This design comes from an exercise in tuning for small area and a short achievable clock period on the open sky130 flow, not from production work.
RTL that was checked went through simulation tests only; none was proved equivalent to the original.
Power is estimated from default activity; no workload was simulated.

old:
## sigmoid9slices
module sigmoid9slices (
    input wire clk,
    input wire rst_n,
    input wire signed [15:0] x0_in,
    input wire signed [15:0] x1_in,
    input wire valid_in,
    output reg signed [15:0] y0_out,
    output reg signed [15:0] y1_out,
    output reg valid_out
);
export LEC_CHECK = 0
export CAP_MARGIN = 20
export CORE_MARGIN = 2
export CORE_UTILIZATION = 70
export SETUP_SLACK_MARGIN = 5
export SLEW_MARGIN = 20
create_clock -name core_clock -period 8.0 [get_ports {clk}]
run.sh (not shown) runs the stock make flow with config.mk's settings and CLKGATE_MAP_FILE= SYNTH_SCRIPT=/design/flow/synth_recipe.tcl, a recipe that flattens the netlist after the stock synthesis.
In summary, old completed successfully, with a layout that passed the timing, DRC and antenna checks.
--- input diff old..new ---
--- a/flow/design.v
+++ b/flow/design.v
@@ -12,18 +12,21 @@
     reg v1, v2;
     always @(posedge clk or negedge rst_n)
         if (!rst_n) begin v1 <= 1'b0; v2 <= 1'b0; valid_out <= 1'b0; end
         else begin v1 <= valid_in; v2 <= v1; valid_out <= v2; end
     function [4:0] dec(input [15:0] x);
         reg [14:0] u;
         reg g1, g2, g3, g4, g5;
         begin
-            u = x[14:0] ^ {15{x[15]}};
-            g1 = u >= 1365; g2 = u >= 4096; g3 = u >= 6827; g4 = u >= 9557; g5 = u >= 12288;
+            g1 = x[15] ? (x[14:0] <= 15'd31402) : (x[14:0] >= 15'd1365);
+            g2 = x[15] ? (x[14:0] <= 15'd28671) : (x[14:0] >= 15'd4096);
+            g3 = x[15] ? (x[14:0] <= 15'd25940) : (x[14:0] >= 15'd6827);
+            g4 = x[15] ? (x[14:0] <= 15'd23210) : (x[14:0] >= 15'd9557);
+            g5 = x[15] ? (x[14:0] <= 15'd20479) : (x[14:0] >= 15'd12288);
             dec = {~g1, g1 & ~g2, g2 & ~g3, g3 & ~g4, g4 & ~g5};
         end
     endfunction
     reg [12:0] a0, a1;   
     reg [4:0] c0, c1;
     always @(posedge clk) begin
         a0 <= {x0_in[15], x0_in[11:0]}; a1 <= {x1_in[15], x1_in[11:0]};
         c0 <= dec(x0_in); c1 <= dec(x1_in);
## What came out
Total wirelength of the detailed-routed design | new below old
new finished every stage and its layout cleared the timing, DRC and antenna checks.
Headroom to the max-slew limit: new > old
On synthesized area: new sits below old.
Re total internal power: old was higher than new.
Compared with old, in new compound-gate portion of the synthesized area went down; first-pass GRT wire length went down; non-clock buffer count in the final layout went up; layout-stage area growth over the synthesis result went up.
The RTL of new was laid out without a check of its function.

--- another note on this design; it stands on its own ---

exp/nickel:
==> flow/design.v (excerpt) <==
module sigmoid9slices (
    input wire clk,
    input wire rst_n,
    input wire signed [15:0] x0_in,
    input wire signed [15:0] x1_in,
    input wire valid_in,
    output reg signed [15:0] y0_out,
    output reg signed [15:0] y1_out,
    output reg valid_out
);
For scale: roughly 850 cells after synthesis, about 68 I/O pins, roughly 0.0070 mm² of cells after synthesis.
export LEC_CHECK = 0
export ABC_AREA = 1
export CAP_MARGIN = 20
export CORE_MARGIN = 2
export CORE_UTILIZATION = 65
export SETUP_SLACK_MARGIN = 5
export SLEW_MARGIN = 20
export TNS_END_PERCENT = 0
create_clock -name core_clock -period 8.0 [get_ports {clk}]
standard.sh (not shown) runs the stock make flow with config.mk's settings and CLKGATE_MAP_FILE= SYNTH_SCRIPT=/design/flow/synth_recipe.tcl, a recipe that flattens the netlist after the stock synthesis.
==> flow/flow/run.sh <==
#!/bin/bash
# Standard layout, with plain buffers (instead of delay cells) on the ports, and the
# timing repair aimed at a setup slack of 5.6 ns. The make output goes to standard.log,
# each ORFS step's full log to orfs/logs/.
set -e
export BUFFER_PORTS_ARGS="-buffer_cell sky130_fd_sc_hd__buf_2"
bash standard.sh finish SETUP_SLACK_MARGIN=5.6 > standard.log 2>&1
Every stage of the flow completed for exp/nickel, and the final layout passed the timing, DRC and antenna checks.
For exp/maple, these inputs were changed with respect to exp/nickel:
--- a/flow/config.mk
+++ b/flow/config.mk
@@ -11 +11 @@
-export CORE_UTILIZATION = 65
+export CORE_UTILIZATION = 70
exp/maple completed end to end with timing, DRC and antenna clean.
Lower total power among exp/maple and exp/nickel: exp/nickel
exp/maple vs. exp/nickel: area of combinational cells with multiple inputs neither gained nor lost much; setup slack went down 12 ps.
What exp/ember does differently from exp/maple at the input level:
--- a/flow/config.mk
+++ b/flow/config.mk
@@ -11 +11,3 @@
-export CORE_UTILIZATION = 70
+export CORE_UTILIZATION = 60
+export CTS_CLUSTER_DIAMETER = 200
+export CTS_CLUSTER_SIZE = 60
[summary]
Comparing exp/maple and exp/ember, the lower area of all placed cells without fillers was measured on exp/maple. Compared with exp/maple, exp/ember shows a lower flip-flop and latch power. The post-CTS clock slew at the launch and capture registers of the worst setup and hold paths of exp/ember falls short of that of exp/maple by 30 ps. Going from exp/maple to exp/ember, power consumption grows by 0.000015 W.
Inputs modified between exp/ember and exp/cedar:
==> flow/flow/run.sh <==
#!/bin/bash
# Standard layout, with plain buffers (instead of delay cells) on the ports, and the
# timing repair aimed at a setup slack of 5.7 ns. The make output goes to standard.log,
# each ORFS step's full log to orfs/logs/.
set -e
export BUFFER_PORTS_ARGS="-buffer_cell sky130_fd_sc_hd__buf_1"
bash standard.sh finish SETUP_SLACK_MARGIN=5.7 > standard.log 2>&1
--- a/flow/config.mk
+++ b/flow/config.mk
@@ -11,3 +11 @@
-export CORE_UTILIZATION = 60
-export CTS_CLUSTER_DIAMETER = 200
-export CTS_CLUSTER_SIZE = 60
+export CORE_UTILIZATION = 70
--- outcome ---
- exp/cedar | status: complete | timing, DRC, antenna: pass
- exp/cedar vs exp/ember on placer congestion estimate: exp/cedar is the higher one.
- Relative to exp/ember, worst path required time increased by 1920 ps in exp/cedar.
- Compared exp/cedar vs exp/ember, and final period demand of the worst path is up in exp/cedar.
- The routed wire length of exp/cedar exceeds that of exp/ember by 8.5%.
- The post-route cell area on exp/cedar is in line with that on exp/ember.
- Capturing element of the worst setup path = valid_out: exp/ember; capturing element of the worst setup path = lgh1$_DFF_P_: exp/cedar

## afterwards: timing with drivers on the ports
The results above use ideal ports. As a check the final layouts listed here were re-extracted and re-timed, cells and wires unchanged.
Step 1 sets driving cells, clkbuf_16 on the clock port and buf_2 on the other inputs (assumed; they add their load-dependent delay and slew).
Step 2, shift: input delay + t, output delay - t, t = (earliest + latest rising clock arrival at the registers) / 2. This alone moves slack from input paths to output paths.
Three values: ideal ports, drivers, drivers and shift; two values: the first two.
run	t, ns	slack for setup (ns)	hold slack, ns	worst setup path after step 2
old	0.412	4.981 / 4.981 / 4.672	0.371 / 0.371 / 0.371	input to register
new	0.416	4.976 / 4.988 / 4.571	0.360 / 0.360 / 0.360	input to register
exp/nickel	0.427	5.500 / 5.464 / 5.399	0.369 / 0.369 / 0.369	input to register
exp/maple	0.438	5.488 / 5.451 / 5.367	0.378 / 0.378 / 0.378	input to register
exp/ember	0.388	5.562 / 5.522 / 5.383	0.360 / 0.360 / 0.360	input to register
exp/cedar	0.416	5.517 / 5.494 / 5.344	0.366 / 0.366 / 0.366	input to register
After both steps every run listed still meets setup and hold. For new, which loses most, drivers alone change the setup slack by +0.012 ns; drivers and shift together by -0.405 ns.
